This is an optimization exercise on Yosys and OpenROAD, whose aim is small area, a short achievable clock period and few clock cycles per item, not a production implementation.
The RTL was checked by simulation tests, not by an equivalence proof against the original design.
Power and IR drop assume default switching activity.

==> flow/design.v, too long to show whole: its modules and the start of the top module <==
// module mac_tree: 8104 lines
// module fin_mul: 1028 lines
// module net_proc: 523 lines
module net_proc (
    input logic clk,
    input logic start,
    output logic done,
    output logic [3:0] max_idx_10,
    input logic ext_mem_rst,
    input logic ext_mem_we,
    input logic [7:0] ext_mem_wdata,
    output logic [12:0] inst_addr,
    input logic [237:0] inst_data,
    output logic res_valid,
    output logic [7:0] res_data
);
  // ...
==> flow/flow/run.sh <==
#!/bin/bash
set -euo pipefail
MARGIN=${MARGIN:-6.3}
CTS="-sink_clustering_enable -repair_clock_nets -sink_clustering_size 18 -sink_clustering_max_diameter 50 -sink_clustering_buffer sky130_fd_sc_hd__clkbuf_8 -dont_use_dummy_load"
DONT=$(awk '/^export DONT_USE_CELLS \+=/ {on=1; sub(/^export DONT_USE_CELLS \+=/, "")}
           on {c = ($0 ~ /\\$/); sub(/\\$/, ""); printf "%s ", $0; if (!c) on=0}' \
       "$FLOW_HOME/platforms/$FLOW_PLATFORM/config.mk" | tr -s ' ')
DONT="$DONT sky130_fd_sc_hd__clkinvlp_2 sky130_fd_sc_hd__clkinvlp_4"
W=$(pwd)
R=$W/orfs/results/$FLOW_PLATFORM/net_proc/base
bash standard.sh "$R/1_2_yosys.v" > "$W/synth.log" 2>&1
cp "$R/1_2_yosys.v" "$W/1_2_yosys.std.v"
python3 flow/fapol.py "$W/1_2_yosys.std.v" "$W/1_2_yosys.pol.v" > "$W/fapol.log" 2>&1
cp "$W/1_2_yosys.pol.v" "$R/1_2_yosys.v"
echo "DONT_USE_CELLS=$DONT" > "$W/dont_use.log"
bash standard.sh "SETUP_SLACK_MARGIN=$MARGIN" "CTS_ARGS=$CTS" "DONT_USE_CELLS=$DONT" finish > "$W/finish.log" 2>&1
==> flow/flow/fapol.py <==
#!/usr/bin/env python3
"""Re-choose the polarity of full-adder cells in a flat sky130 netlist to remove
inverters.  A full adder is self-dual: FA(~a,~b,~c) = (~sum, ~cout).  Inverters
next to full adders (the ones Yosys' extract_fa leaves) are removed, every full
adder is given a polarity (flipped or not) chosen greedily to need as few
inverters as possible, and the inverters that are still needed are re-inserted,
one per driver net and polarity.

usage: fapol.py IN.v OUT.v
"""
import re
import sys
from collections import defaultdict

src = open(sys.argv[1]).read()

# ---- parse the (single) module
m = re.search(r'^module\s+(\S+)\s*\((.*?)\);', src, re.S | re.M)
body_start = m.end()
body_end = src.rindex('endmodule')
head = src[:body_start]
body = src[body_start:body_end]
tail = src[body_end:]

cell_re = re.compile(r'^\s*(sky130_fd_sc_hd__\w+)\s+(\S+)\s*\((.*?)\);\s*$', re.S | re.M)
pin_re = re.compile(r'\.(\w+)\(\s*(.*?)\s*\)(?=\s*,|\s*$)', re.S)

OUTPINS = {'X', 'Y', 'Q', 'Q_N', 'SUM', 'COUT', 'HI', 'LO'}

cells = []      # dict(type, name, pins{pin: net}, span)
for cm in cell_re.finditer(body):
    typ, name, pinstr = cm.group(1), cm.group(2), cm.group(3)
    pins = {}
    for pm in pin_re.finditer(pinstr):
        pins[pm.group(1)] = pm.group(2).strip()
    cells.append({'type': typ, 'name': name, 'pins': pins, 'span': cm.span()})

# nets used outside cell instances (assign statements, ports): keep their polarity
rest = body
for c in reversed(cells):
    a, b = c['span']
    rest = rest[:a] + rest[b:]
frozen_text = "\n".join(l for l in rest.split("\n") if l.strip().startswith("assign")) + head
for l in rest.split("\n"):
    mm = re.match(r'\s*(input|output|inout)\b(.*);', l)
    if mm:
        frozen_text += "\n" + mm.group(2)


def is_fa(c):
    return re.match(r'sky130_fd_sc_hd__fa_\d', c['type']) is not None


def is_inv(c):
    return re.match(r'sky130_fd_sc_hd__inv_\d', c['type']) is not None


driver = {}
loads = defaultdict(list)   # net -> [(cell index, pin)]
for i, c in enumerate(cells):
    for p, n in c['pins'].items():
        if p in OUTPINS:
            driver[n] = (i, p)
        else:
            loads[n].append((i, p))


def net_in_text(n, text):
    return re.search(r'(?<![\w\\$.])' + re.escape(n) + r'(?![\w\[])', text) is not None


fa_ids = [i for i, c in enumerate(cells) if is_fa(c)]
fa_set = set(fa_ids)
# removable inverters: input driven by a full adder, or output feeding a full adder
rem_inv = set()
for i, c in enumerate(cells):
    if not is_inv(c):
        continue
    a, y = c['pins']['A'], c['pins']['Y']
    d = driver.get(a)
    if (d and d[0] in fa_set) or any(l[0] in fa_set for l in loads[y]):
        rem_inv.add(i)
# inverters whose output is used outside cells (ports, assigns) stay
for i in list(rem_inv):
    if net_in_text(cells[i]['pins']['Y'], frozen_text):
        rem_inv.discard(i)


def resolve(net):
    """Logical source of a net: (root net, inverted) through removable inverters."""
    inv = 0
    seen = 0
    while True:
        d = driver.get(net)
        if d and d[0] in rem_inv:
            net = cells[d[0]]['pins']['A']
            inv ^= 1
            seen += 1
            if seen > 20:
                raise SystemExit("inverter loop")
        else:
            return net, inv


# full adders whose outputs are used outside cells cannot flip
fixed = set()
for i in fa_ids:
    for p in ('SUM', 'COUT'):
        if net_in_text(cells[i]['pins'][p], frozen_text):
            fixed.add(i)

# consumers: every input pin of every non-removable cell
cons = []   # (cell, pin, root, inv)
for i, c in enumerate(cells):
    if i in rem_inv:
        continue
    for p, n in c['pins'].items():
        if p in OUTPINS:
            continue
        root, inv = resolve(n)
        cons.append((i, p, root, inv))

# per root net, who consumes it and how
by_root = defaultdict(list)
for k, (i, p, root, inv) in enumerate(cons):
    by_root[root].append(k)

phi = defaultdict(int)


def root_pol(root):
    d = driver.get(root)
    if d and d[0] in fa_set:
        return phi[d[0]]
    return 0


def need(k):
    """Physical polarity this consumer needs relative to the physical root net (1 = inverted)."""
    i, p, root, inv = cons[k]
    want = inv ^ (phi[i] if i in fa_set else 0)
    return want ^ root_pol(root)


def root_cost(root):
    ks = by_root[root]
    return 1 if any(need(k) for k in ks) else 0


# roots touched by flipping a given FA: its output roots and the roots of its inputs
fa_roots = {}
for i in fa_ids:
    rs = set()
    for p in ('SUM', 'COUT'):
        rs.add(cells[i]['pins'][p])
    for p in ('A', 'B', 'CIN'):
        rs.add(resolve(cells[i]['pins'][p])[0])
    fa_roots[i] = rs

before = sum(root_cost(r) for r in by_root)
improved = True
it = 0
while improved and it < 50:
    improved = False
    it += 1
    for i in fa_ids:
        if i in fixed:
            continue
        rs = fa_roots[i]
        c0 = sum(root_cost(r) for r in rs)
        phi[i] ^= 1
        c1 = sum(root_cost(r) for r in rs)
        if c1 < c0:
            improved = True
        else:
            phi[i] ^= 1
after = sum(root_cost(r) for r in by_root)
sys.stderr.write(f"fapol: {len(fa_ids)} full adders, {len(rem_inv)} removable inverters, "
                 f"inverted roots {before} -> {after}, flipped {sum(phi[i] for i in fa_ids)}\n")

# ---- rewrite
newpins = {i: dict(cells[i]['pins']) for i in range(len(cells))}
inv_of = {}
new_cells = []
cnt = [0]


def esc(n):
    return n + " " if n.startswith("\\") else n


def inverted(root):
    if root not in inv_of:
        cnt[0] += 1
        n = f"fapol_n{cnt[0]}"
        inv_of[root] = n
        new_cells.append(f"  sky130_fd_sc_hd__inv_1 fapol_i{cnt[0]} (\n    .A({esc(root)}),\n    .Y({n})\n  );\n")
    return inv_of[root]


for k, (i, p, root, inv) in enumerate(cons):
    newpins[i][p] = inverted(root) if need(k) else root

decls = "".join(f"  wire {n};\n" for n in sorted(inv_of.values(), key=lambda s: int(s[7:])))

out = []
pos = 0
for i, c in enumerate(cells):
    a, b = c['span']
    out.append(body[pos:a])
    pos = b
    if i in rem_inv:
        continue
    pins = newpins[i]
    ptxt = ",\n".join(f"    .{p}({esc(n)})" for p, n in pins.items())
    out.append(f"  {c['type']} {c['name']} (\n{ptxt}\n  );")
out.append(body[pos:])
newbody = decls + "".join(out) + "".join(new_cells)
open(sys.argv[2], "w").write(head + newbody + tail)
==> flow/standard.sh <==
#!/bin/bash
# synth_recipe.tcl (not shown) runs the flow's synth.tcl, then flattens the netlist and writes it again
# the make line also repeats each setting of config.mk as NAME=value (left out here)
make -C /OpenROAD-flow-scripts/flow DESIGN_CONFIG=/design/flow/config.mk WORK_HOME=/design/flow/orfs CLKGATE_MAP_FILE= SYNTH_SCRIPT=/design/flow/synth_recipe.tcl "${@:-finish}"
==> flow/config.mk <==
export PLATFORM = sky130hd
export DESIGN_NAME = net_proc
export DESIGN_NICKNAME = net_proc
export VERILOG_FILES = /design/flow/design.v
export SDC_FILE = /design/flow/constraint.sdc
export NUM_CORES = 8
export LEC_CHECK = 0
export CAP_MARGIN = 20
export CORE_MARGIN = 2
export CORE_UTILIZATION = 40
export SLEW_MARGIN = 20
export SYNTH_MEMORY_MAX_BITS = 16384
==> flow/constraint.sdc <==
create_clock -name core_clock -period 10.0 [get_ports {clk}]
set_input_delay 2.0000 -clock core_clock [delete_from_list [all_inputs] [get_ports {clk}]]
set_output_delay 2.0000 -clock core_clock [all_outputs]
set_load 0.01 [all_outputs]
==> run_results.csv, run 1 <==
group,metric,value,unit
sta,fin_crit,3.76,ns
sta,worst_slack,6.24,ns
global_routing,busiest_layer,"met2",
layout,largest_reg_flops,6264,
layout,n_all_buffers,549,
cts,cts.sinks,9539,
synthesis,postSynthAreaPerCell,13.3,um^2
layout,clock_cell_area_share,0.0309,
layout,regMostFlops,"ring",
routing,antenna_left,0,
layout,mostFrequentLayoutCells,"dfxtp_1 (8,082), nand2_1 (1,373), edfxtp_1 (1,373), nor2_1 (1,043), a21oi_1 (921)",
routing,dr.first_iter.drc_count,16100,
sta,whs,0.230,ns
sta,fin_skew,0.110,ns
layout,final_nets,25200,
critical_path,r2r-end,"hid[433]$_DFFE_PP_",
run_status,outcome,"no timing/DRC/antenna violations",
global_routing,met1_usage,0.272,
sta,finalHoldViolCount,0,
critical_path,r2r-start,"we_q$_DFF_P_",
critical_path,path_buf_inv,3,
global_routing,grt.met3_usage,0.0314,
critical_path,endpoint_kind,"flop",
floorplan,fp.dieH,886,um
cts,clock_latency,1.15,ns
placement,hpwlAfterDp,589,mm
pwr,comb-power,56400,uW
layout,fillCellCount,69400,
critical_path,required,10.73,ns
sta,max_freq,0.266,GHz
Testbench counts, summed over its fixed seeds: cycles 47,556, inferences 12.
==> module net_proc, before the edit <==
module net_proc (
    input logic clk,
    input logic start,
    output logic done,
    output logic [3:0] max_idx_10,
    input logic ext_mem_rst,
    input logic ext_mem_we,
    input logic [7:0] ext_mem_wdata,
    output logic [12:0] inst_addr,
    input logic [237:0] inst_data,
    output logic res_valid,
    output logic [7:0] res_data
);
    logic       we_q;
    logic [7:0] px_q;
    always_ff @(posedge clk) begin
        we_q <= ext_mem_we;
        px_q <= ext_mem_wdata;
    end
    logic [4:0] wp_j, wp_j_n;     
    logic [4:0] wp_ch, wp_ch_n;   
    logic       res1_wr;          
    logic [8:0] res1_hd;          
    logic       load_done;
    always_comb begin
        wp_j_n = wp_j;
        wp_ch_n = wp_ch;
        if (ext_mem_rst) begin
            wp_j_n = 0;
            wp_ch_n = 0;
        end else if (we_q) begin
            if (wp_j == 26) begin
                wp_j_n = 0;
                wp_ch_n = wp_ch + 1;
            end else begin
                wp_j_n = wp_j + 1;
            end
        end
    end
    always_ff @(posedge clk) begin
        wp_j <= wp_j_n;
        wp_ch <= wp_ch_n;
        if (ext_mem_rst) load_done <= 1'b0;
        else if (we_q && wp_ch == 29) load_done <= 1'b1;
    end
    logic [26:0] wp_oh, rs_oh;
    logic [2:0] rs_ch;
    always_ff @(posedge clk) begin
        for (int j = 0; j < 27; j++) wp_oh[j] <= (wp_j_n == j);
        if (ext_mem_rst) begin
            rs_oh <= 27'd1;
            rs_ch <= 3'd0;
        end else if (res1_wr) begin
            rs_oh <= {rs_oh[25:0], rs_oh[26]};
            if (rs_oh[26]) rs_ch <= rs_ch + 3'd1;
        end
    end
    logic [7:0] p783, p9;
    always_ff @(posedge clk) begin
        if (we_q && wp_ch == 29) p783 <= px_q;
        if (we_q && wp_ch == 0 && wp_j == 9) p9 <= px_q;
    end
    logic [4:0][26:0][8:0] hid;
    logic       hw_v;
    logic [2:0] hw_k;
    logic [8:0] hw_d;
    logic [26:0] hw_oh;
    assign hw_v = we_q || res1_wr;
    assign hw_k = we_q ? {1'b0, wp_ch[1:0]} : rs_ch;
    assign hw_oh = we_q ? wp_oh : rs_oh;
    assign hw_d = we_q ? {1'b0, px_q} : res1_hd;
    generate
        for (genvar k = 0; k < 5; k++) begin : g_hk
            for (genvar j = 0; j < 27; j++) begin : g_hj
                if (k < 4 || j < 20) begin : g_cell
                    always_ff @(posedge clk)
                        if (hw_v && hw_k == k && hw_oh[j]) hid[k][j] <= hw_d;
                end else begin : g_none
                    assign hid[k][j] = '0;
                end
            end
        end
    endgenerate
    logic [4:0] ph, ph_n1;      
    logic       inj_active, inj_last;
    logic [26:0] inj_q;         
    logic [28:0][26:0][7:0] ring;
    logic [5:0] dq;             
    logic [26:0] lt_wp;         
    logic [26:0] gt_wp;         
    always_ff @(posedge clk) begin
        if (ext_mem_rst) begin
            ph <= 5'd0;
            ph_n1 <= 5'd1;
            inj_active <= 1'b1;
            dq <= 6'd0 - 6'd1;
        end else begin
            ph <= ph_n1;
            ph_n1 <= (ph_n1 == 28) ? 5'd0 : ph_n1 + 5'd1;
            if (inj_last) inj_active <= 1'b0;
            dq <= dq + ((we_q && wp_j == 26) ? 6'd1 : 6'd0) - ((ph_n1 == 28) ? 6'd0 - 6'd28 : 6'd1);
        end
        for (int j = 0; j < 27; j++) begin
            lt_wp[j] <= j < wp_j_n;
            gt_wp[j] <= j > wp_j_n;
        end
        inj_last <= inj_active && ph_n1 == 28 && wp_ch == 29 && !ext_mem_rst;
        for (int j = 0; j < 27; j++)
            inj_q[j] <= inj_active && !ext_mem_rst &&
                        ((dq == 1) || (dq == 2) || (dq == 3) ||
                         (dq == 0 && lt_wp[j]) || (dq == 4 && gt_wp[j]));
    end
    logic [26:0][7:0] hidB;      
    always_comb begin
        for (int j = 0; j < 27; j++) begin
            case (ph[1:0])
                2'd0: hidB[j] = hid[0][j][7:0];
                2'd1: hidB[j] = hid[1][j][7:0];
                2'd2: hidB[j] = hid[2][j][7:0];
                default: hidB[j] = hid[3][j][7:0];
            endcase
        end
    end
    always_ff @(posedge clk) begin
        for (int s = 0; s < 28; s++) ring[s] <= ring[s+1];
        for (int j = 0; j < 27; j++)
            ring[28][j] <= inj_q[j] ? hidB[j] : ring[0][j];
    end
    logic m_g, m_l1, m_l1b, m_l2, m_l2b;
    logic [4:0]  gc;        
    logic [4:0]  pc;        
    logic        g_run;
    logic [4:0]  gph;       
    logic [4:0]  f_pos;     
    logic [6:0]  f_n;       
    logic [12:0] f_base;    
    logic [12:0] f_base30;  
    logic        start_seen;
    logic        h127_done, h127_dd;
    logic g_data_ok, g_start, g_end, stall2;
    always_comb begin
        if (gc <= 28) g_data_ok = wp_ch > gc;
        else if (gc == 29) g_data_ok = load_done;
        else g_data_ok = start_seen;
    end
    assign g_end = g_run && gph == 26;
    assign g_start = m_g && gc <= 30 && g_data_ok && (g_run ? g_end : (gc == 0 || gph == 26));
    assign stall2 = m_l2 && f_n == 0 && f_pos == 4 && !h127_dd;    
    logic to_l1, l1_end_n, l2_end_n, l2_adv;
    assign to_l1 = m_g && g_end && pc == 30;
    assign l1_end_n = f_pos == 29;           
    assign l2_end_n = f_pos == 4;
    assign l2_adv = m_l2 && !stall2;
    logic n_m_g, n_m_l1, n_m_l1b, n_m_l2, n_m_l2b;
    logic [4:0]  n_pos;
    logic [6:0]  n_n;
    logic [12:0] n_base;
    always_comb begin
        n_m_g = m_g && !to_l1;
        n_m_l1 = (m_l1 && !(l1_end_n && f_n == 127)) || to_l1;
        n_m_l1b = m_l1 && l1_end_n && f_n == 127;
        n_m_l2 = m_l1b || (m_l2 && !(l2_adv && l2_end_n && f_n == 9));
        n_m_l2b = l2_adv && l2_end_n && f_n == 9;
        n_pos = f_pos; n_n = f_n; n_base = f_base;
        if (to_l1) begin
            n_pos = 0; n_n = 7'd27; n_base = 13'd810;
        end
        if (m_l1) begin
            if (l1_end_n) begin
                n_pos = 0; n_n = f_n + 1; n_base = f_base30;
            end else n_pos = f_pos + 1;
        end
        if (m_l1b) begin
            n_pos = 0; n_n = 0; n_base = 13'd3841;
        end
        if (l2_adv) begin
            if (l2_end_n) begin
                n_pos = 0; n_n = f_n + 1; n_base = f_base + 13'd5;
            end else n_pos = f_pos + 1;
        end
        if (ext_mem_rst) begin
            n_m_g = 1'b1; n_m_l1 = 1'b0; n_m_l1b = 1'b0; n_m_l2 = 1'b0; n_m_l2b = 1'b0;
            n_pos = 0; n_n = 0; n_base = 0;
        end
    end
    logic [12:0] n_addr;
    logic g_mid;
    assign g_mid = g_run && !g_end;
    always_comb begin
        n_addr = 13'd0;
        if (m_g) begin
            if (to_l1) n_addr = 13'd810 + {8'd0, ph_n1};
            else if (g_mid) n_addr = inst_addr + 13'd30;
            else n_addr = {8'd0, gc};
        end else if (m_l1) begin
            if (f_pos == 28) n_addr = f_base + 13'd29;
            else if (l1_end_n) n_addr = (f_n == 127) ? 13'd3840 : f_base30 + {8'd0, ph_n1};
            else n_addr = f_base + {8'd0, ph_n1};
        end else if (m_l1b) n_addr = 13'd3841;
        else if (m_l2) begin
            if (stall2) n_addr = inst_addr;
            else if (l2_end_n) n_addr = (f_n == 9) ? 13'd3891 : f_base + 13'd5;
            else n_addr = inst_addr + 13'd1;
        end
        if (ext_mem_rst) n_addr = 13'd0;
    end
    always_ff @(posedge clk) begin
        m_g <= n_m_g; m_l1 <= n_m_l1; m_l1b <= n_m_l1b; m_l2 <= n_m_l2; m_l2b <= n_m_l2b;
        f_pos <= n_pos;
        f_n <= n_n;
        f_base <= n_base;
        f_base30 <= n_base + 13'd30;
        inst_addr <= n_addr;
        if (ext_mem_rst) begin
            gc <= 0;
            g_run <= 1'b0;
        end else if (g_start) begin
            gc <= gc + 1;
            pc <= gc;
            g_run <= 1'b1;
        end else if (g_end) g_run <= 1'b0;
        if (g_start && gc == 0) gph <= 0;
        else gph <= (gph == 26) ? 5'd0 : gph + 5'd1;
        if (ext_mem_rst) start_seen <= 1'b0;
        else if (start) start_seen <= 1'b1;
    end
    logic [26:0][7:0] w_in;
    logic [14:0] d_in;
    assign w_in = inst_data[235:20];
    assign d_in = inst_data[14:0];
    logic n_g_run, n_gmid;
    logic [4:0] n_pc, n_gc, n_gph;
    assign n_g_run = ext_mem_rst ? 1'b0 : (g_start ? 1'b1 : (g_end ? 1'b0 : g_run));
    assign n_pc = g_start ? gc : pc;
    assign n_gc = ext_mem_rst ? 5'd0 : (g_start ? gc + 5'd1 : gc);
    assign n_gph = (g_start && gc == 0) ? 5'd0 : ((gph == 26) ? 5'd0 : gph + 5'd1);
    assign n_gmid = n_g_run && n_gph != 26;
    logic n_stall2;    
    assign n_stall2 = n_m_l2 && n_n == 0 && n_pos == 4 && !h127_done;
    logic sel_hid, sel_p783;
    logic [4:0] sel_oh;
    always_ff @(posedge clk) begin
        sel_hid <= (n_m_g && !(n_g_run && n_gph == 26 && n_pc == 30)) || n_m_l1b || n_m_l2;
        sel_p783 <= n_m_l1 && n_pos == 28;
        for (int k = 0; k < 5; k++) begin
            if (n_m_g) sel_oh[k] <= (k < 4) && ((n_gmid ? n_pc[1:0] : n_gc[1:0]) == k);
            else if (n_m_l2 && n_pos != 4) sel_oh[k] <= (n_pos[2:0] + 3'd1 == k);
            else if (n_m_l2 && n_stall2) sel_oh[k] <= (k == 4);
            else sel_oh[k] <= (k == 0);
        end
    end
    logic [26:0][8:0] lx;       
    always_ff @(posedge clk) begin
        for (int j = 0; j < 27; j++) begin
            if (j == 0 && sel_p783) lx[j] <= {1'b0, p783};
            else if (sel_hid)
                lx[j] <= ({9{sel_oh[0]}} & hid[0][j]) | ({9{sel_oh[1]}} & hid[1][j]) |
                         ({9{sel_oh[2]}} & hid[2][j]) | ({9{sel_oh[3]}} & hid[3][j]) |
                         ({9{sel_oh[4]}} & hid[4][j]);
            else lx[j] <= {1'b0, ring[1][j]};
        end
    end
    logic s1_v, s1_restart, s1_last, s1_grp, s1_l2, s1_gbias;
    always_comb begin
        s1_v = 1'b0; s1_restart = 1'b0; s1_last = 1'b0; s1_grp = 1'b0;
        s1_l2 = 1'b0; s1_gbias = 1'b0;
        if (m_g && g_run) begin
            s1_grp = 1'b1;
            if (pc == 30) s1_gbias = 1'b1;
            else begin
                s1_v = 1'b1;
                s1_restart = (pc == 0);
            end
        end
        if (m_l1) begin
            s1_v = 1'b1;
            s1_restart = (f_pos == 0);
            s1_last = l1_end_n;
        end
        if (l2_adv) begin
            s1_v = 1'b1;
            s1_l2 = 1'b1;
            s1_restart = (f_pos == 0);
            s1_last = l2_end_n;
        end
    end
    logic signed [7:0] oo1, oo2, amin;
    logic [14:0] mul1, mul2;
    logic [5:0]  sh1, sh2;
    always_ff @(posedge clk) begin
        if (m_g && g_run && gph == 0) begin    
            if (pc == 0) oo1 <= d_in[7:0];
            if (pc == 1) mul1 <= d_in;
            if (pc == 2) sh1 <= d_in[5:0];
            if (pc == 3) amin <= d_in[7:0];
        end
        if (l2_adv && f_n == 0) begin
            if (f_pos == 0) oo2 <= d_in[7:0];
            if (f_pos == 1) mul2 <= d_in;
            if (f_pos == 2) sh2 <= d_in[5:0];
        end
    end
    logic [7:0] bias_q;
    logic bias_v, bias_l1last, bias_l2;
    logic sum_v, fin_norm;
    assign fin_norm = sum_v && bias_v;
    always_ff @(posedge clk) begin
        if (ext_mem_rst) bias_v <= 1'b0;
        else if ((m_l1 && f_pos != 29 && ph == 0 && f_n >= 28) || m_l1b ||
                 (l2_adv && f_pos == 0 && f_n != 0) || m_l2b) begin
            bias_q <= d_in[7:0];
            bias_v <= 1'b1;
            bias_l1last <= m_l1b;
            bias_l2 <= m_l2 || m_l2b;
        end else if (fin_norm) bias_v <= 1'b0;
    end
    logic [23:0] accin_s, accin_c, t_s, t_c;
    mac_tree i_tree (
        .clk(clk), .x(lx), .w(w_in), .acc_s(accin_s), .acc_c(accin_c), .sum_s(t_s), .sum_c(t_c)
    );
    logic [3:2] p_v, p_restart, p_last, p_grp, p_l2, p_gbias;    
    logic s1q_v, s1q_restart, s1q_last, s1q_grp, s1q_l2, s1q_gbias;
    logic [7:0] gb1, gb2;
    always_ff @(posedge clk) begin
        s1q_v <= s1_v && !ext_mem_rst;
        s1q_restart <= s1_restart;
        s1q_last <= s1_last;
        s1q_grp <= s1_grp;
        s1q_l2 <= s1_l2;
        s1q_gbias <= s1_gbias && !ext_mem_rst;
        gb1 <= d_in[7:0];
        p_v[2] <= s1q_v && !ext_mem_rst;
        p_restart[2] <= s1q_restart;
        p_last[2] <= s1q_last;
        p_grp[2] <= s1q_grp;
        p_l2[2] <= s1q_l2;
        p_gbias[2] <= s1q_gbias && !ext_mem_rst;
        gb2 <= gb1;
        for (int i = 3; i <= 3; i++) begin
            p_v[i] <= p_v[i-1] && !ext_mem_rst;
            p_restart[i] <= p_restart[i-1];
            p_last[i] <= p_last[i-1];
            p_grp[i] <= p_grp[i-1];
            p_l2[i] <= p_l2[i-1];
            p_gbias[i] <= p_gbias[i-1] && !ext_mem_rst;
        end
    end
    logic [23:0] acc_s, acc_c;
    logic [25:0][23:0] aring;
    logic [23:0] aring_x;       
    assign accin_s = p_restart[2] ? 24'd0 : (p_grp[2] ? aring[0] : acc_s);
    assign accin_c = (p_restart[2] || p_grp[2]) ? 24'd0 : acc_c;
    logic [23:0] accsum;
    assign accsum = acc_s + acc_c;
    logic [23:0] sum_q;
    logic sum_l2;
    always_ff @(posedge clk) begin
        if (p_v[2]) begin
            acc_s <= t_s;
            acc_c <= t_c;
        end
        for (int i = 0; i < 25; i++) aring[i] <= aring[i+1];
        aring_x <= aring[0];
        aring[25] <= (p_v[3] && p_grp[3]) ? accsum : aring_x;
        if (ext_mem_rst) sum_v <= 1'b0;
        else if (p_v[3] && p_last[3]) begin
            sum_q <= accsum;
            sum_v <= 1'b1;
            sum_l2 <= p_l2[3];
        end else if (fin_norm) sum_v <= 1'b0;
    end
    logic fin_v, fin_l2, fin_last;
    logic signed [24:0] fin_pre;
    logic [7:0] fin_bo, fin_bt, fin_bn;
    logic nx_l2;
    logic [15:0] nx_m;
    assign nx_l2 = p_gbias[2] ? 1'b0 : sum_l2;
    assign nx_m = {1'b0, nx_l2 ? mul2 : mul1};
    always_ff @(posedge clk) begin
        fin_v <= (p_gbias[2] || fin_norm) && !ext_mem_rst;
        fin_l2 <= nx_l2;
        fin_last <= p_gbias[2] ? 1'b0 : bias_l1last;
        fin_pre <= p_gbias[2] ? ($signed(aring[0]) + $signed(gb2)) : ($signed(sum_q) + $signed(bias_q));
        for (int g = 0; g < 8; g++) begin
            fin_bo[g] <= nx_m[2*g] ^ ((g > 0) ? nx_m[2*g-1] : 1'b0);
            fin_bt[g] <= (nx_m[2*g] == ((g > 0) ? nx_m[2*g-1] : 1'b0)) && (nx_m[2*g+1] != nx_m[2*g]);
            fin_bn[g] <= nx_m[2*g+1];
        end
    end
    logic [39:0] pm_s, pm_c;
    fin_mul i_fmul (.a(fin_pre), .bo(fin_bo), .bt(fin_bt), .bn(fin_bn), .sum_s(pm_s), .sum_c(pm_c));
    logic f1_v, f1_l2, f1_last;
    logic [39:0] f1_s, f1_c;
    always_ff @(posedge clk) begin
        f1_v <= fin_v && !ext_mem_rst;
        f1_l2 <= fin_l2;
        f1_last <= fin_last;
        f1_s <= pm_s;
        f1_c <= pm_c;
    end
    logic fq_v, fq_l2, fq_last;
    logic [39:0] fq_q;
    always_ff @(posedge clk) begin
        fq_v <= f1_v && !ext_mem_rst;
        fq_l2 <= f1_l2;
        fq_last <= f1_last;
        fq_q <= f1_s + f1_c;
    end
    logic [5:0] f1_sh;
    logic signed [7:0] f1_oo, f1_ooe;
    assign f1_sh = fq_l2 ? sh2 : sh1;
    assign f1_oo = fq_l2 ? oo2 : oo1;
    assign f1_ooe = (f1_sh == 6'd38) ? {f1_oo[6], f1_oo[6:0]} : f1_oo;
    logic [39:0] f1_q;
    assign f1_q = fq_q;
    logic signed [39:0] f1_qc;
    assign f1_qc = $signed(f1_q) >>> {f1_sh[5:3], 3'b000};
    logic f1_ovf;
    always_comb begin
        f1_ovf = 1'b0;
        for (int j = 10; j < 39; j++)
            if (j >= 32'(f1_sh) + 10 && f1_q[j] != f1_q[39]) f1_ovf = 1'b1;
    end
    logic f2_v, f2_l2, f2_last, f2_ovf, f2_neg;
    logic [17:0] f2_qc;
    logic [2:0] f2_shl;
    logic signed [7:0] f2_ooe;
    logic signed [10:0] f2_thi, f2_tlo;
    always_ff @(posedge clk) begin
        f2_v <= fq_v && !ext_mem_rst;
        f2_l2 <= fq_l2;
        f2_last <= fq_last;
        f2_qc <= f1_qc[17:0];
        f2_ovf <= f1_ovf;
        f2_neg <= f1_q[39];
        f2_shl <= f1_sh[2:0];
        f2_ooe <= f1_ooe;
        f2_thi <= 11'sd2 * (11'sd127 - 11'(f1_ooe)) + 11'sd1;
        f2_tlo <= 11'sd2 * (11'(amin) - 11'(f1_ooe)) - 11'sd2;
    end
    logic signed [10:0] f2_s11;
    assign f2_s11 = 11'(f2_qc >> f2_shl);
    logic signed [10:0] f2_r;
    logic [7:0] f2_val;
    assign f2_r = (f2_s11 + 11'sd1) >>> 1;
    assign f2_val = f2_r[7:0] + f2_ooe;
    logic signed [7:0] f2_act;
    always_comb begin
        if (f2_ovf) f2_act = f2_neg ? amin : 8'sd127;
        else if (f2_s11 >= f2_thi) f2_act = 8'sd127;
        else if (f2_s11 <= f2_tlo) f2_act = amin;
        else f2_act = f2_val;
    end
    logic f4_v, f4_l2, f4_last;
    logic signed [7:0] f4_act;
    always_ff @(posedge clk) begin
        f4_v <= f2_v && !ext_mem_rst;
        f4_l2 <= f2_l2;
        f4_last <= f2_last;
        f4_act <= f2_act;
    end
    assign res1_wr = f4_v && !f4_l2;
    assign res1_hd = 9'($signed(f4_act)) - 9'($signed(oo1));
    always_ff @(posedge clk) begin
        if (ext_mem_rst) h127_done <= 1'b0;
        else if (res1_wr && f4_last) h127_done <= 1'b1;
        h127_dd <= h127_done && !ext_mem_rst;
    end
    logic [3:0] r2_idx;
    logic r9_out;
    always_ff @(posedge clk) begin
        res_valid <= f2_v && !ext_mem_rst;
        res_data <= f2_act;
        if (start || ext_mem_rst) r2_idx <= 0;
        else if (f4_v && f4_l2) r2_idx <= r2_idx + 1;
        r9_out <= f4_v && f4_l2 && r2_idx == 9 && !ext_mem_rst;
        if (start) done <= 1'b0;
        else if (r9_out) done <= 1'b1;
    end
    logic signed [7:0] v9;
    assign v9 = {~p9[7], p9[6:0]};
    logic signed [7:0] t_pv, t_lv, t_rv, t_wv;
    logic [3:0] t_pi, t_li, t_ri, t_wi;
    logic t_wv_ok;      
    logic [3:0] t_wj;   
    logic t_fin;
    always_ff @(posedge clk) begin
        t_wv_ok <= 1'b0;
        t_fin <= 1'b0;
        if (f4_v && f4_l2) begin
            case (r2_idx)
                0, 2, 4, 6: begin t_pv <= f4_act; t_pi <= r2_idx; end
                1, 3, 5, 7: begin
                    t_wv_ok <= 1'b1;
                    t_wj <= r2_idx;
                    if (t_pv >= f4_act) begin t_wv <= t_pv; t_wi <= t_pi; end
                    else begin t_wv <= f4_act; t_wi <= r2_idx; end
                end
                8: begin
                    t_wv_ok <= 1'b1;
                    t_wj <= r2_idx;
                    if (f4_act >= v9) begin t_wv <= f4_act; t_wi <= 4'd8; end
                    else begin t_wv <= v9; t_wi <= 4'd9; end
                end
                default: ;
            endcase
        end
        if (t_wv_ok) begin
            case (t_wj)
                1: begin t_lv <= t_wv; t_li <= t_wi; end
                3, 7: if (!(t_lv >= t_wv)) begin t_lv <= t_wv; t_li <= t_wi; end
                5: begin t_rv <= t_wv; t_ri <= t_wi; end
                8: begin
                    if (!(t_rv >= t_wv)) begin t_rv <= t_wv; t_ri <= t_wi; end
                    t_fin <= 1'b1;
                end
                default: ;
            endcase
        end
        if (start) max_idx_10 <= 4'd0;
        else if (t_fin) max_idx_10 <= (t_lv >= t_rv) ? t_li : t_ri;
    end
endmodule
==> run 2, diff against run 1 <==
--- a/flow/design.v
+++ b/flow/design.v
@@ -9226,13 +9226,15 @@
     end
     logic [26:0] wp_oh, rs_oh;
-    logic [2:0] rs_ch;
+    logic [3:0] pk_oh;          
+    logic [4:0] rk_oh;          
     always_ff @(posedge clk) begin
         for (int j = 0; j < 27; j++) wp_oh[j] <= (wp_j_n == j);
+        for (int k = 0; k < 4; k++) pk_oh[k] <= (wp_ch_n[1:0] == k);
         if (ext_mem_rst) begin
             rs_oh <= 27'd1;
-            rs_ch <= 3'd0;
+            rk_oh <= 5'd1;
         end else if (res1_wr) begin
             rs_oh <= {rs_oh[25:0], rs_oh[26]};
-            if (rs_oh[26]) rs_ch <= rs_ch + 3'd1;
+            if (rs_oh[26]) rk_oh <= {rk_oh[3:0], rk_oh[4]};
         end
     end
@@ -9243,11 +9245,9 @@
     end
     logic [4:0][26:0][8:0] hid;
-    logic       hw_v;
-    logic [2:0] hw_k;
     logic [8:0] hw_d;
-    logic [26:0] hw_oh;
-    assign hw_v = we_q || res1_wr;
-    assign hw_k = we_q ? {1'b0, wp_ch[1:0]} : rs_ch;
-    assign hw_oh = we_q ? wp_oh : rs_oh;
+    logic [4:0] hw_row;
+    logic [26:0] hw_col;
+    assign hw_row = ({5{we_q}} & {1'b0, pk_oh}) | ({5{res1_wr}} & rk_oh);
+    assign hw_col = ({27{we_q}} & wp_oh) | ({27{res1_wr}} & rs_oh);
     assign hw_d = we_q ? {1'b0, px_q} : res1_hd;
     generate
@@ -9256,5 +9256,5 @@
                 if (k < 4 || j < 20) begin : g_cell
                     always_ff @(posedge clk)
-                        if (hw_v && hw_k == k && hw_oh[j]) hid[k][j] <= hw_d;
+                        if (hw_row[k] && hw_col[j]) hid[k][j] <= hw_d;
                 end else begin : g_none
                     assign hid[k][j] = '0;
--- a/flow/flow/run.sh
+++ b/flow/flow/run.sh
@@ -14,3 +14,4 @@
 cp "$W/1_2_yosys.pol.v" "$R/1_2_yosys.v"
 echo "DONT_USE_CELLS=$DONT" > "$W/dont_use.log"
-bash standard.sh "SETUP_SLACK_MARGIN=$MARGIN" "CTS_ARGS=$CTS" "DONT_USE_CELLS=$DONT" finish > "$W/finish.log" 2>&1
+bash standard.sh "SETUP_SLACK_MARGIN=$MARGIN" "CTS_ARGS=$CTS" "DONT_USE_CELLS=$DONT" \
+    "BUFFER_PORTS_ARGS=-buffer_cell sky130_fd_sc_hd__buf_4" finish > "$W/finish.log" 2>&1
==> run 2 against run 1 <==
Against the previous run: utilization about the same; first-iteration DRC count down 0.75%; sequential share of layout area up 0.062 points; non-clock buffer count down 22; largest cell class unchanged; worst setup slack better by 0.048 ns.
==> run_results.csv, run 2 <==
group,metric,value,unit
synthesis,syn-num-nets,25400,
cts,cts_made_buffers,699,
routing,antenna_left,0,
run_status,outcome,"no timing/DRC/antenna violations",
run,drv_cap,0,
critical_path,cp_slowest_stage_delay,0.57,ns
placement,port_buffers,269,
sta,setup_violations,0,
sta,max_freq,0.269,GHz
critical_path,required,11.06,ns
placement,dp_cells,32700,
floorplan,die_w,886,um
layout,final_nets,25100,
layout,mostFrequentLayoutCells,"dfxtp_1 (8,099), nand2_1 (1,403), edfxtp_1 (1,373), nor2_1 (1,042), a21oi_1 (929)",
placement,hpwlAfterDp,598,mm
cts,cts_tree,"done",
critical_path,cp-start-kind,"primary input",
sta,min_period_over_period,0.371,
critical_path,cp_common_cell,"fa_2",
sta,fin_crit,3.71,ns
floorplan,initial_core_util,0.402,
critical_path,path_buf_inv,2,
layout,regMostFlops,"ring",
cts,cts_max_path_buffers,4,
critical_path,cp_top_family,"adder cells",
sta,slew_violations,0,
layout,final_common_cell,"dfxtp_1",
routing,vias_per_cell,5.14,
pwr,power_frac_comb,0.362,
global_routing,antenna_found_initial,230,
pwr,power_frac_clock,0.186,
synthesis,yosysWarnings,9,
worst_hold_path,hp-class,"reg -> reg",
layout,area_growth,8.53,%
cts,cts-htree-levels,6,
pwr,p_sw_frac,0.350,
pwr,power_frac_seq,0.453,
routing,wl_per_cell,24.4,um
layout,largest_registers,"ring: 6264 flops, hid: 1152 flops, aring: 624 flops",
cts,clock_latency,1.15,ns
floorplan,rows,323,
cts,cts-root-buf,"clkbuf_16",
critical_path,crit_path_cell_trace,"buf_4 > maj3_1 > o21ai_1 > fa_2 > fa_2 > inv_1 > fa_2",
critical_path,cp_max_fo,16,
pwr,p_int,62600,uW
pwr,cellPowerDensity,285,nW/um^2
routing,first_pass_iters,9,
global_routing,grt_first_pass_wirelength,1160,mm
sta,finalHoldViolCount,0,
layout,largest_reg_flops,6264,
critical_path,cp_data_arrival_time,4.77,ns
routing,wl,818,mm
placement,place_area,326000,um^2
floorplan,fp.coreArea,774000,um^2
sta,tightest_slew,1.49,ns
synthesis,postSynthAreaPerCell,13.3,um^2
sta,max_slew_margin,0.00840,
floorplan,fp.dieH,886,um
global_routing,grt_usage,0.202,
cts,clkSlewWorstSetupHoldPaths,0.10,ns
routing,dr.first_iter.drc_count,16000,
sta,fin_skew,0.0996,ns
routing,num_vias,172000,
layout,design_area,338000,um^2
pwr,ir_drop,0.714,mV
critical_path,endpoint_kind,"flop",
synthesis,netlist_instances,23400,
pwr,p_leak,0.126,uW
global_routing,grt.overflow.total,0,
routing,drcViolationCount,0,
critical_path,critPathKind,"in -> reg",
pwr,switchingPower,33700,uW
global_routing,grt_pass1_vias,165000,
layout,final_layout_size_suffix_gt1_frac,0.135,
cts,cts.sinks,9545,
synthesis,synth_area,311000,um^2
sta,rsz0062_at_grt,"true",
critical_path,slowest_stage,"fa_2",
sta,finalSetupTns,0,ns
layout,instances_no_fill,33600,
floorplan,die_area,785000,um^2
cts,holdBufCountCts,0,
global_routing,grt_start_max_net_pins,129,
floorplan,ioPinCount,277,
placement,globalplace.congestion,0.967,
run 2: path summary, 6_finish.rpt:
check | startpoint | end | slack [ns] | cells past startpoint
max reg2reg | f4_v$_DFF_P_ | hid[303]$_DFFE_PP_ | 6.36 | 6
min | ring[5446]$_DFF_P_ | ring[5230]$_DFF_P_ | 0.25 | 0
min reg2reg | ring[5446]$_DFF_P_ | ring[5230]$_DFF_P_ | 0.25 | 0
max | inst_data[131] | i_tree.r3455$_DFF_P_ | 6.29 | 7
run 2: final cells by class:
class,instances,area [um^2]
Timing Repair Buffer,527,4350
Multi-Input combinational cell,11600,102000
Sequential cell,9545,205000
Fill cell,69800,437000
Tap cell,10200,12800
Inverter,867,3260
Antenna cell,132,330
Clock buffer,699,10400
run 2: metal layers:
| layer | part of all wire | up-vias | track usage |
|---|---|---|---|
| met1 | 0.42 | 85700 | 0.270 |
| met3 | 0.068 | 1428 | 0.0355 |
| met2 | 0.45 | 5910 | 0.311 |
| met5 | 0.00032 | - | 0 |
| li1 | - | 79400 | - |
| met4 | 0.061 | 42 | 0.112 |
run 2: power groups by stage:
stage / Combinational, uW / Clock (uW) / Sequential, uW
floorplan: 19300 / 0 / 42800
detailed placement: 34700 / 0 / 44500
global route: 37500 / 19900 / 43700
global placement: 34200 / 0 / 44500
CTS: 34800 / 18600 / 43600
finish: 34800 / 17900 / 43600
run 2: what timing repair did:
| item | CTS | global route |
|---|---|---|
| gates resized for setup | 105 | 90 |
| pin swaps | 3 | 5 |
| setup buffers | 22 | 9 |
| cloned | 1 | 1 |
| endpoints found under the setup margin | 375 | 381 |
run 2: per-stage QoR:
stage / power, uW / utilization / setup slack, ns / hold slack, ns
6_report: 96300 / 0.436 / 6.29 / 0.251
3_5_place_dp: 79100 / 0.421 / 4.84 / 0.312
2_1_floorplan: 62100 / - / 5.67 / 0.310
5_1_grt: 101000 / 0.436 / 6.17 / 0.244
3_3_place_gp: 78700 / 0.421 / 4.83 / 0.310
4_1_cts: 97000 / 0.435 / 6.21 / 0.246
Testbench counts of run 2, summed over its fixed seeds: cycles 47,556, inferences 12.
==> run 3, diff against run 2 <==
--- a/flow/flow/run.sh
+++ b/flow/flow/run.sh
@@ -1,5 +1,5 @@
 #!/bin/bash
 set -euo pipefail
-MARGIN=${MARGIN:-6.3}
+MARGIN=${MARGIN:-6.5}
 CTS="-sink_clustering_enable -repair_clock_nets -sink_clustering_size 18 -sink_clustering_max_diameter 50 -sink_clustering_buffer sky130_fd_sc_hd__clkbuf_8 -dont_use_dummy_load"
 DONT=$(awk '/^export DONT_USE_CELLS \+=/ {on=1; sub(/^export DONT_USE_CELLS \+=/, "")}
==> run 3 against run 2 <==
Against the previous run: still clean; power rose by 3.2%; cell area increased by 1.0%; sequential share of layout area fell by 0.58 points; synthesized cell count did not move; worst setup slack gained 0.062 ns; global-route usage grew 0.45 points; critical path depth fell by 6; non-clock buffer count rose by 81; first-iteration DRC count is 1.6% higher; sequential power about the same; sequential cell count did not move; largest cell class unchanged.
==> run_results.csv, run 3 <==
group,metric,value,unit
run_status,outcome,"no timing/DRC/antenna violations",
critical_path,cp-start-kind,"flop",
sta,finalHoldViolCount,0,
critical_path,slowest_stage,"dfxtp_4",
layout,area_growth,9.65,%
critical_path,path_buf_inv,1,
cts,cts_made_buffers,717,
routing,drcViolationCount,0,
layout,final_common_cell,"dfxtp_1",
global_routing,grt_first_pass_wirelength,1180,mm
layout,largest_reg_flops,6264,
sta,setup_violations,0,
sta,fin_crit,3.65,ns
layout,regMostFlops,"ring",
sta,rsz0062_at_grt,"true",
placement,hpwlAfterDp,612,mm
critical_path,cp_max_fo,2,
cts,cts_max_path_buffers,4,
synthesis,netlist_instances,23400,
layout,final_nets,25200,
floorplan,initial_core_util,0.402,
sta,finalSetupTns,0,ns
floorplan,die_area,785000,um^2
floorplan,die_w,886,um
cts,cts-root-buf,"clkbuf_16",
placement,dp_cells,32700,
routing,antenna_left,0,
pwr,cellPowerDensity,292,nW/um^2
routing,vias_per_cell,5.14,
global_routing,grt_usage,0.206,
placement,port_buffers,269,
pwr,ir_drop,0.634,mV
global_routing,grt_pass1_vias,165000,
critical_path,crit_path_cell_trace,"buf_6",
floorplan,rows,323,
floorplan,ioPinCount,277,
cts,clkSlewWorstSetupHoldPaths,0.10,ns
sta,max_slew_margin,0.157,
global_routing,grt_start_max_net_pins,125,
synthesis,syn-num-nets,25400,
cts,cts_tree,"done",
cts,clock_latency,1.16,ns
cts,cts-htree-levels,6,
routing,dr.first_iter.drc_count,16200,
critical_path,cp_data_arrival_time,1.65,ns
cts,cts.sinks,9545,
routing,wl_per_cell,25.0,um
routing,num_vias,173000,
layout,final_layout_size_suffix_gt1_frac,0.157,
layout,mostFrequentLayoutCells,"dfxtp_1 (8,018), nand2_1 (1,375), edfxtp_1 (1,373), nor2_1 (1,034), a21oi_1 (879)",
global_routing,antenna_found_initial,192,
floorplan,fp.coreArea,774000,um^2
critical_path,cp_top_family,"flip-flops",
sta,min_period_over_period,0.365,
sta,slew_violations,0,
run,drv_cap,0,
sta,fin_skew,0.129,ns
routing,wl,840,mm
global_routing,grt.overflow.total,0,
critical_path,critPathKind,"reg -> out",
critical_path,endpoint_kind,"primary output",
synthesis,synth_area,311000,um^2
routing,first_pass_iters,10,
pwr,p_leak,0.127,uW
critical_path,cp_slowest_stage_delay,0.40,ns
sta,max_freq,0.274,GHz
layout,instances_no_fill,33700,
synthesis,yosysWarnings,9,
layout,design_area,341000,um^2
floorplan,fp.dieH,886,um
placement,place_area,326000,um^2
placement,globalplace.congestion,0.976,
layout,largest_registers,"ring: 6264 flops, hid: 1152 flops, aring: 624 flops",
synthesis,postSynthAreaPerCell,13.3,um^2
worst_hold_path,hp-class,"reg -> reg",
critical_path,required,8.00,ns
sta,tightest_slew,1.26,ns
run 3: repair_timing:
action	CTS	global route
setup buffers	43	45
hold buffers	0	0
resized for setup	392	485
setup endpoints to repair	1003	405
pin swaps	56	142
gates cloned	1	8
run 3: routing by layer:
metal | global-route usage | wire (um)
met1 | 0.281 | 362000
met2 | 0.314 | 370000
met3 | 0.0367 | 54900
met4 | 0.113 | 53100
met5 | 0 | 368
run 3: per-stage QoR:
step,total power [uW],setup WS [ns],hold slack [ns],utilization
2_1_floorplan,62100,5.67,0.310,-
3_3_place_gp,81000,4.93,0.309,0.422
3_5_place_dp,81400,4.89,0.312,0.422
4_1_cts,99900,6.23,0.223,0.437
5_1_grt,104000,6.27,0.225,0.440
6_report,99500,6.35,0.225,0.441
run 3: report_power, final:
part	switching (uW)	leakage (uW)	total (uW)	internal, uW
Clock	11100	0.00551	18200	7040
Sequential	2170	0.0786	43500	41300
Combinational	22900	0.0431	37900	15000
run 3: area by class of cell:
cell class	count	area, um^2
fillers	69600	433000
flip-flops and latches	9545	205000
multi-input cells	11600	103000
well taps	10200	12800
clock buffers	717	10600
repair buffers	608	6020
inverters	867	3270
diodes	130	325
run 3: worst paths after layout:
kind | start | to | slack, ns | depth (start not counted)
worst max-delay path | f4_act[6]$_DFF_P_ | res_data[6] | 6.35 | 1
worst min-delay path | aring[524]$_DFF_P_ | aring[500]$_DFF_P_ | 0.22 | 0
worst max register to register | sel_oh[2]$_DFF_P_ | lx[166]$_DFF_P_ | 6.37 | 4
worst min register to register | aring[524]$_DFF_P_ | aring[500]$_DFF_P_ | 0.22 | 0
==> run 4, diff against run 3 <==
--- a/flow/config.mk
+++ b/flow/config.mk
@@ -6,4 +6,5 @@
 export NUM_CORES = 8
 export LEC_CHECK = 0
+export ABC_AREA = 1
 export CAP_MARGIN = 20
 export CORE_MARGIN = 2
==> run 4 against run 3 <==
Against the previous run: now fails the layout checks on antenna violations; worst setup slack got worse by 0.092 ns; global-route usage increased by 0.60 points; sequential cell count unchanged; cell area decreased by 3.3%; sequential share of layout area increased by 2.0 points; utilization increased by 0.56 points; synthesized cell count decreased by 1.8%; worst hold slack got worse by 0.0068 ns; final cell count decreased by 0.26%; via count decreased by 4.7%; critical endpoint is now ring[6254]$_DFF_P_; wire length decreased by 2.7%.
==> run_results.csv, run 4 <==
group,metric,value,unit
worst_hold_path,min_from,"ring[2088]$_DFF_P_",
global_routing,grt_usage,0.212,
routing,wl_per_cell,24.3,um
layout,regMostFlops,"ring",
sta,slew_violations,0,
run_status,so.violations,"antenna violations",
floorplan,ioPinCount,277,
layout,area_growth,11.3,%
pwr,ir_drop,1.10,mV
critical_path,reg2reg_slack,6.26,ns
sta,whs,0.218,ns
critical_path,critPathKind,"reg -> reg",
routing,vias_per_cell,4.91,
sta,rsz0062_at_grt,"true",
routing,antenna_left,1,
floorplan,rows,316,
sta,fin_crit,3.74,ns
cts,holdBufCountCts,0,
layout,largest_registers,"ring: 6264 flops, hid: 1152 flops, aring: 624 flops",
floorplan,initial_core_util,0.401,
cts,clock_latency,1.16,ns
layout,final_nets,25500,
critical_path,path_buf_inv,3,
cts,cts_made_buffers,708,
critical_path,r2r-end,"ring[6254]$_DFF_P_",
sta,tightest_slew,1.25,ns
critical_path,required,10.87,ns
layout,post-route-util,0.446,
global_routing,antenna_found_initial,226,
pwr,p_leak,0.130,uW
sta,max_slew_margin,0.156,
pwr,cellPowerDensity,390,nW/um^2
layout,final_common_cell,"dfxtp_1",
placement,pre_cts_ws,5.14,ns
critical_path,r2r-start,"ph[0]$_SDFF_PP0_",
synthesis,synth_area,297000,um^2
placement,port_buffers,269,
critical_path,cp_slowest_stage_delay,0.73,ns
sta,finalHoldViolCount,0,
cts,cts_tree,"done",
sta,setup_violations,0,
global_routing,grt_start_max_net_pins,113,
floorplan,die_area,748000,um^2
placement,globalplace.congestion,0.995,
synthesis,yosysWarnings,9,
routing,first_pass_iters,6,
sta,min_period_over_period,0.374,
synthesis,postSynthAreaPerCell,12.9,um^2
cts,cts_max_path_buffers,4,
routing,wl,818,mm
critical_path,slowest_stage,"o21ai_0",
critical_path,cp-start-kind,"flop",
worst_hold_path,whs_path_depth,0,
cts,cts-htree-levels,6,
routing,dr.first_iter.drc_count,14900,
layout,mostFrequentLayoutCells,"dfxtp_1 (8,077), nand2_1 (2,754), inv_1 (1,576), edfxtp_1 (1,373), xor2_1 (1,085)",
run,drv_cap,0,
cts,cts-root-buf,"clkbuf_16",
worst_hold_path,hp-class,"reg -> reg",
worst_hold_path,hold_path_end,"ring[1872]$_DFF_P_",
sta,max_freq,0.267,GHz
synthesis,netlist_instances,23000,
run_status,outcome,"failed layout checks",
layout,final_layout_size_suffix_gt1_frac,0.135,
global_routing,grt.overflow.total,0,
global_routing,grt_first_pass_wirelength,1150,mm
floorplan,fp.coreArea,740000,um^2
layout,largest_reg_flops,6264,
cts,cts.sinks,9545,
critical_path,crit_cells,6,
global_routing,grt_pass1_vias,160000,
critical_path,reg2regPathDepth,6,
sta,finalSetupTns,0,ns
cts,clkSlewWorstSetupHoldPaths,0.10,ns
synthesis,syn-num-nets,25000,
critical_path,cp_max_fo,93,
critical_path,cp_data_arrival_time,4.61,ns
critical_path,endpoint_kind,"flop",
floorplan,die_w,865,um
placement,hpwlAfterDp,616,mm
floorplan,fp.dieH,865,um
sta,fin_skew,0.162,ns
routing,num_vias,165000,
critical_path,crit_path_cell_trace,"nand2_1 > inv_6 > buf_6 > buf_12 > a221oi_1 > o21ai_0",
sta,worst_slack,6.26,ns
routing,drcViolationCount,0,
critical_path,cp_top_family,"buffers and inverters",
[run 4: final cells by class]
class                           count  area [um^2]
Antenna cell                      138          345
Multi-Input combinational cell  10800        87600
Sequential cell                  9545       205000
Fill cell                       66600       410000
Inverter                         2059        10600
Tap cell                         9858        12300
Clock buffer                      708        10500
Timing Repair Buffer              448         3680
[run 4: where the power goes]
| part | internal [uW] | total, uW | leakage [uW] | switching, uW |
|---|---|---|---|---|
| Clock | 6960 | 18000 | 0.00545 | 11000 |
| Sequential | 42500 | 45200 | 0.0786 | 2620 |
| Combinational | 25700 | 65500 | 0.0459 | 39800 |
| Total | 75200 | 129000 | 0.130 | 53400 |
[run 4: worst max-delay path by stage]
stage | startpoint | end | slack (ns)
after CTS | f4_act[2]$_DFF_P_ | res_data[2] | 6.26
after global routing | f4_v$_DFF_P_ | res_valid | 6.30
after global placement | inst_data[101] | i_tree.r3151$_DFF_P_ | 5.14
final | ph[0]$_SDFF_PP0_ | ring[6254]$_DFF_P_ | 6.26
after detailed placement | inst_data[101] | i_tree.r3151$_DFF_P_ | 5.14
after floorplan | inst_data[27] | i_tree.r3329$_DFF_P_ | 5.93
[run 4: stage by stage]
| stage | area [um^2] | std cells | total power [uW] |
|---|---|---|---|
| floorplan | 304000 | 23000 | 78300 |
| global placement | 318000 | 32700 | 109000 |
| detailed placement | 318000 | 32700 | 110000 |
| CTS | 329000 | 33400 | 129000 |
| global route | 330000 | 33500 | 135000 |
| finish | 330000 | 33600 | 129000 |
[run 4: per-layer routing]
metal,GRT usage,vias to the layer above,part of all wire
li1,-,76500,-
met2,0.328,5663,0.44
met4,0.103,48,0.054
met3,0.0373,1441,0.068
met1,0.290,81400,0.43
met5,0,-,0.00041
[run 4: timing repair]
item,CTS,global route
setup buffers,35,11
setup endpoints to repair,1973,445
gates resized for setup,287,144
pin swaps,9,12
==> run 5, diff against run 4 <==
--- a/flow/config.mk
+++ b/flow/config.mk
@@ -9,5 +9,5 @@
 export CAP_MARGIN = 20
 export CORE_MARGIN = 2
-export CORE_UTILIZATION = 40
+export CORE_UTILIZATION = 55
 export SLEW_MARGIN = 20
 export SYNTH_MEMORY_MAX_BITS = 16384
==> run 5 against run 4 <==
Against the previous run: now clean on timing, DRC and antenna; combinational power shrank 3.2%; clock power is essentially flat; register-to-register slack gained 0.05 ns; final cell count shrank 8.0%; first-iteration DRC count grew 12%; global-route usage grew 7.8 points; fmax grew 1.4%; critical path type unchanged; largest cell class unchanged; largest power group unchanged.
==> run_results.csv, run 5 <==
group,metric,value,unit
global_routing,grt_start_max_net_pins,129,
worst_hold_path,whs_path_depth,0,
critical_path,crit_path_cell_trace,"nand2_1 > inv_6 > buf_4 > buf_6 > a221oi_1 > o21ai_0",
routing,dr.first_iter.drc_count,16700,
cts,cts-htree-levels,6,
synthesis,synth_area,297000,um^2
critical_path,r2r-start,"ph[0]$_SDFF_PP0_",
synthesis,postSynthAreaPerCell,12.9,um^2
pwr,cellPowerDensity,388,nW/um^2
sta,rsz0062_at_grt,"true",
cts,clock_latency,1.14,ns
global_routing,grt.overflow.total,0,
placement,hpwlAfterDp,603,mm
sta,setup_violations,0,
sta,max_freq,0.271,GHz
critical_path,endpoint_kind,"flop",
routing,first_pass_iters,8,
routing,vias_per_cell,5.39,
routing,wl_per_cell,26.2,um
critical_path,reg2regPathDepth,6,
cts,cts_made_buffers,703,
layout,largest_registers,"ring: 6264 flops, hid: 1152 flops, aring: 624 flops",
worst_hold_path,min_from,"ring[1120]$_DFF_P_",
critical_path,r2r-end,"ring[6255]$_DFF_P_",
floorplan,die_area,545000,um^2
cts,cts.sinks,9545,
run,drv_cap,0,
placement,port_buffers,269,
floorplan,initial_core_util,0.553,
synthesis,yosysWarnings,9,
run_status,outcome,"no timing/DRC/antenna violations",
critical_path,critPathKind,"reg -> reg",
cts,cts-root-buf,"clkbuf_16",
floorplan,rows,269,
cts,cts_tree,"done",
floorplan,fp.coreArea,537000,um^2
cts,clkSlewWorstSetupHoldPaths,0.09,ns
critical_path,required,10.86,ns
global_routing,grt_first_pass_wirelength,1140,mm
routing,antenna_left,0,
sta,min_period_over_period,0.369,
routing,drcViolationCount,0,
critical_path,reg2reg_slack,6.31,ns
layout,largest_reg_flops,6264,
cts,cts_max_path_buffers,4,
pwr,ir_drop,0.896,mV
sta,max_slew_margin,0.154,
layout,final_common_cell,"dfxtp_1",
layout,mostFrequentLayoutCells,"dfxtp_1 (8,061), nand2_1 (2,753), inv_1 (1,584), edfxtp_1 (1,373), xor2_1 (1,081)",
critical_path,cp_max_fo,44,
cts,holdBufCountCts,0,
pwr,p_leak,0.130,uW
sta,fin_skew,0.149,ns
critical_path,cp_data_arrival_time,4.56,ns
layout,regMostFlops,"ring",
sta,fin_crit,3.69,ns
global_routing,grt_pass1_vias,159000,
global_routing,antenna_found_initial,224,
worst_hold_path,hold_path_end,"ring[904]$_DFF_P_",
floorplan,die_w,738,um
floorplan,ioPinCount,277,
layout,area_growth,10.2,%
placement,dp_cells,30000,
sta,finalHoldViolCount,0,
global_routing,grt_usage,0.290,
sta,slew_violations,0,
floorplan,fp.dieH,738,um
sta,tightest_slew,1.26,ns
routing,num_vias,166000,
worst_hold_path,hp-class,"reg -> reg",
critical_path,slowest_stage,"o21ai_0",
sta,finalSetupTns,0,ns
synthesis,syn-num-nets,25000,
critical_path,cp_slowest_stage_delay,0.93,ns
layout,instances_no_fill,30900,
layout,fillCellCount,42200,
synthesis,netlist_instances,23000,
critical_path,cp-start-kind,"flop",
layout,final_layout_size_suffix_gt1_frac,0.136,
placement,globalplace.congestion,1.01,
layout,final_nets,25500,
routing,wl,809,mm
==> run 5: layer usage <==
metal / global-route usage / wire length [um] / part of all wire / up-vias
met3: 0.0550 / 65300 / 0.081 / 1435
met4: 0.106 / 35400 / 0.044 / 70
met5: 0 / 448 / 0.00055 / -
met2: 0.434 / 350000 / 0.43 / 6507
li1: - / - / - / 76400
met1: 0.423 / 358000 / 0.44 / 81900
==> run 5: worst max path at each step <==
| stage | start | endpoint | slack (ns) | depth (start not counted) |
|---|---|---|---|---|
| 6_report | ph[0]$_SDFF_PP0_ | ring[6255]$_DFF_P_ | 6.31 | 6 |
| 5_1_grt | f4_act[3]$_DFF_P_ | res_data[3] | 6.35 | 1 |
| 4_1_cts | inst_addr[9]$_SDFFE_PP0P_ | inst_addr[9] | 6.33 | 1 |
| 3_5_place_dp | inst_data[221] | i_tree.r3152$_DFF_P_ | 5.30 | 8 |
| 3_3_place_gp | inst_data[109] | i_tree.r3124$_DFF_P_ | 5.29 | 8 |
| 2_1_floorplan | inst_data[27] | i_tree.r3329$_DFF_P_ | 5.93 | 8 |
==> run 5: cell type report <==
type,instances,area [um^2],area share
sequential,9545,205000,0.628
multi-input combinational,10800,87700,0.268
inverter,2059,10600,0.0324
clock buffer,703,10500,0.0320
tap,7181,8980,0.0275
timing repair buffer,453,3700,0.0113
antenna,111,278,0.000850
==> run 5: where the power goes <==
part           internal [uW]  switching (uW)
sequential             42500            2800
combinational          25100           38300
clock                   6920           10900
==> run 5: through the flow <==
step           instance area [um^2]  utilization  power [uW]  setup slack, ns  hold WS (ns)
3_3_place_gp                 314000        0.585      107000             5.29         0.309
6_report                     327000        0.609      127000             6.31         0.249
5_1_grt                      327000        0.608      133000             6.35         0.244
2_1_floorplan                304000            -       78300             5.93         0.310
3_5_place_dp                 314000        0.585      108000             5.30         0.312
4_1_cts                      326000        0.607      126000             6.33         0.240
==> run 5: repair_timing <==
item	in CTS	in global routing
buffers inserted	32	13
endpoints found under the setup margin	1267	365
gates cloned	0	2
gates resized for setup	310	141
pin swaps	2	13
==> run 5: worst max-delay path: cells and delay by family, from the launching register on <==
kind / cells / cell delay [ns]
AO/OA/AOI/OAI: 2 / 1.14
buffers and inverters: 3 / 1.50
flip-flops: 1 / 0.49
AND/OR/NAND/NOR: 1 / 0.17
==> run 6, diff against run 5 <==
--- a/flow/design.v
+++ b/flow/design.v
@@ -9292,14 +9292,14 @@
                          (dq == 0 && lt_wp[j]) || (dq == 4 && gt_wp[j]));
     end
+    logic [3:0] phb_oh;         
+    always_ff @(posedge clk) begin
+        for (int k = 0; k < 4; k++)
+            phb_oh[k] <= ext_mem_rst ? (k == 0) : (ph_n1[1:0] == k);
+    end
     logic [26:0][7:0] hidB;      
     always_comb begin
-        for (int j = 0; j < 27; j++) begin
-            case (ph[1:0])
-                2'd0: hidB[j] = hid[0][j][7:0];
-                2'd1: hidB[j] = hid[1][j][7:0];
-                2'd2: hidB[j] = hid[2][j][7:0];
-                default: hidB[j] = hid[3][j][7:0];
-            endcase
-        end
+        for (int j = 0; j < 27; j++)
+            hidB[j] = ({8{phb_oh[0]}} & hid[0][j][7:0]) | ({8{phb_oh[1]}} & hid[1][j][7:0]) |
+                      ({8{phb_oh[2]}} & hid[2][j][7:0]) | ({8{phb_oh[3]}} & hid[3][j][7:0]);
     end
     always_ff @(posedge clk) begin
==> run 6 against run 5 <==
Against the previous run: still clean on timing, DRC and antenna; first-iteration DRC count increased by 2.0%; via count about the same; die area about the same; clock skew decreased by 0.015 ns; wire length about the same; clock-buffer cell count decreased by 1; critical path depth decreased by 5; synthesized cell count decreased by 0.14%; worst hold slack improved by 0.017 ns; critical endpoint is now res_data[0]; highest routed layer unchanged.
==> run_results.csv, run 6 <==
group,metric,value,unit
run_status,outcome,"no timing/DRC/antenna violations",
pwr,ir_drop,0.925,mV
worst_hold_path,hold_path_end,"aring[583]$_DFF_P_",
layout,largest_registers,"ring: 6264 flops, hid: 1152 flops, aring: 624 flops",
sta,finalSetupTns,0,ns
pwr,p_leak,0.130,uW
placement,dp_cells,29900,
synthesis,yosysWarnings,9,
cts,cts-htree-levels,6,
layout,final_layout_size_suffix_gt1_frac,0.133,
routing,vias_per_cell,5.39,
cts,clkSlewWorstSetupHoldPaths,0.10,ns
sta,fin_crit,3.63,ns
layout,largest_reg_flops,6264,
global_routing,grt.met2_usage,0.434,
placement,place_area,314000,um^2
worst_hold_path,hp-class,"reg -> reg",
global_routing,grt_first_pass_wirelength,1130,mm
global_routing,busiest_layer,"met2",
critical_path,slowest_stage,"dfxtp_4",
layout,final_nets,25400,
placement,hpwlAfterDp,601,mm
cts,holdBufCountCts,0,
sta,finalHoldViolCount,0,
sta,setup_violations,0,
cts,cts-root-buf,"clkbuf_16",
critical_path,startpoint,"f4_act[0]$_DFF_P_",
cts,clock_latency,1.11,ns
layout,design_area,327000,um^2
cts,cts_tree,"done",
worst_hold_path,whs_path_depth,0,
critical_path,reg2reg_slack,6.52,ns
critical_path,r2r-end,"i_tree.r3170$_DFF_P_",
critical_path,cp_slowest_stage_delay,0.41,ns
worst_hold_path,min_from,"aring[607]$_DFF_P_",
critical_path,endpoint_kind,"primary output",
synthesis,postSynthAreaPerCell,12.9,um^2
sta,min_period_over_period,0.363,
layout,instances_no_fill,30800,
global_routing,grt.overflow.total,0,
sta,max_freq,0.275,GHz
floorplan,die_w,738,um
sta,fin_skew,0.134,ns
layout,regMostFlops,"ring",
routing,dr.first_iter.drc_count,17000,
routing,drcViolationCount,0,
synthesis,synth_area,296000,um^2
pwr,power.total,125000,uW
layout,mostFrequentLayoutCells,"dfxtp_1 (8,060), nand2_1 (2,276), inv_1 (1,682), edfxtp_1 (1,373), xor2_1 (1,064)",
global_routing,grt_start_max_net_pins,108,
layout,post-route-util,0.608,
cts,cts_made_buffers,702,
critical_path,r2r-start,"lx[119]$_DFF_P_",
synthesis,syn-num-nets,24900,
critical_path,required,8.00,ns
floorplan,initial_core_util,0.552,
floorplan,ioPinCount,277,
routing,wl,809,mm
global_routing,antenna_found_initial,193,
routing,num_vias,166000,
global_routing,grt_pass1_vias,159000,
sta,slew_violations,0,
floorplan,fp.dieH,738,um
floorplan,fp.coreArea,537000,um^2
routing,wl_per_cell,26.3,um
sta,tightest_slew,1.44,ns
global_routing,grt.met3_usage,0.0540,
critical_path,cp_max_fo,4,
cts,cts.sinks,9549,
sta,max_slew_margin,0.0325,
pwr,cellPowerDensity,382,nW/um^2
critical_path,crit_path_cell_trace,"buf_6",
critical_path,critPathKind,"reg -> out",
floorplan,rows,269,
critical_path,cp-start-kind,"flop",
synthesis,netlist_instances,23000,
sta,rsz0062_at_grt,"true",
layout,final_common_cell,"dfxtp_1",
run,drv_cap,0,
layout,fillCellCount,42400,
routing,first_pass_iters,9,
floorplan,die_area,545000,um^2
global_routing,met1_usage,0.424,
critical_path,reg2regPathDepth,8,
routing,antenna_left,0,
placement,port_buffers,269,
cts,cts_max_path_buffers,4,
critical_path,cp_top_family,"flip-flops",
critical_path,path_buf_inv,1,
placement,globalplace.congestion,1.01,
layout,area_growth,10.2,%
global_routing,grt_usage,0.292,
critical_path,cp_data_arrival_time,1.63,ns
[run 6: cell type report]
type | instances | area, um^2 | share of cell area
diodes | 113 | 283 | 0.000866
multi-input cells | 10700 | 87200 | 0.267
repair buffers | 441 | 3700 | 0.0113
well taps | 7181 | 8980 | 0.0275
clock buffers | 702 | 10400 | 0.0320
flip-flops and latches | 9549 | 205000 | 0.628
inverters | 2145 | 10900 | 0.0333
[run 6: worst register-to-register path, delay by kind of cell (launching register included)]
family / cells / cell delay, ns
adder cells (fa/ha/maj): 3 / 1.69
flip-flops: 1 / 0.56
AND/OR/NAND/NOR: 2 / 0.36
XOR/XNOR: 1 / 0.33
AO/OA/AOI/OAI: 1 / 0.30
buffers and inverters: 1 / 0.09
[run 6: repair_timing]
action,4_1_cts,5_1_grt
pin swaps,13,29
setup buffers,30,8
setup endpoints to repair,1719,519
cloned,2,0
gates resized for setup,295,156
[run 6: routing by layer]
layer / up-vias / routed length, um
met5: - / 409
met1: 82100 / 357000
met2: 6282 / 348000
li1: 76300 / -
met3: 1428 / 65200
met4: 64 / 38200
[run 6: power breakdown]
group | internal [uW] | total, uW | switching [uW]
combinational | 24300 | 61400 | 37200
clock | 6920 | 17800 | 10900
sequential | 42700 | 45400 | 2720
[run 6: worst max path at each step]
stage,endpoint,cells past startpoint
floorplan,i_tree.r3329$_DFF_P_,8
global placement,i_tree.r3329$_DFF_P_,8
detailed placement,i_tree.r3329$_DFF_P_,8
CTS,hid[274]$_DFFE_PP_,9
global route,res_data[0],1
finish,res_data[0],1
[run 6: metrics by stage]
stage               setup slack (ns)  hold WS [ns]
floorplan                       5.93         0.310
global route                    6.33         0.246
detailed placement              5.04         0.312
global placement                5.02         0.309
CTS                             6.24         0.269
finish                          6.37         0.266
Testbench counts of run 6, summed over its fixed seeds: cycles 47,556, inferences 12.

-- static timing again, ports no longer ideal --
Ports are ideal in the flow. The routed layouts listed here were re-timed in OpenROAD.
Step 1, drivers: a clkbuf_16 drives clk and a buf_2 each remaining input, both assumed.
Step 2 also shifts input and output timing later by t, the mid clock arrival at the registers, as if the neighbouring blocks saw the same clock.
Three values: ideal ports, drivers, drivers and shift; two values: the first two.
run	t (ns)	setup WS [ns]	pins driven straight from the clock port
run 1	1.222	6.238 / 6.079 / 4.857	1
run 2	1.248	6.286 / 6.056 / 4.809	1
run 3	1.229	6.348 / 6.196 / 4.967	1
run 4	1.212	6.256 / 6.245 / 5.045	1
run 5	1.188	6.307 / 6.253 / 5.065	1
run 6	1.165	6.370 / 6.198 / 5.033	1
The setup slack of run 2, which loses most, moves by -0.230 ns with the drivers and by -1.477 ns with both steps.
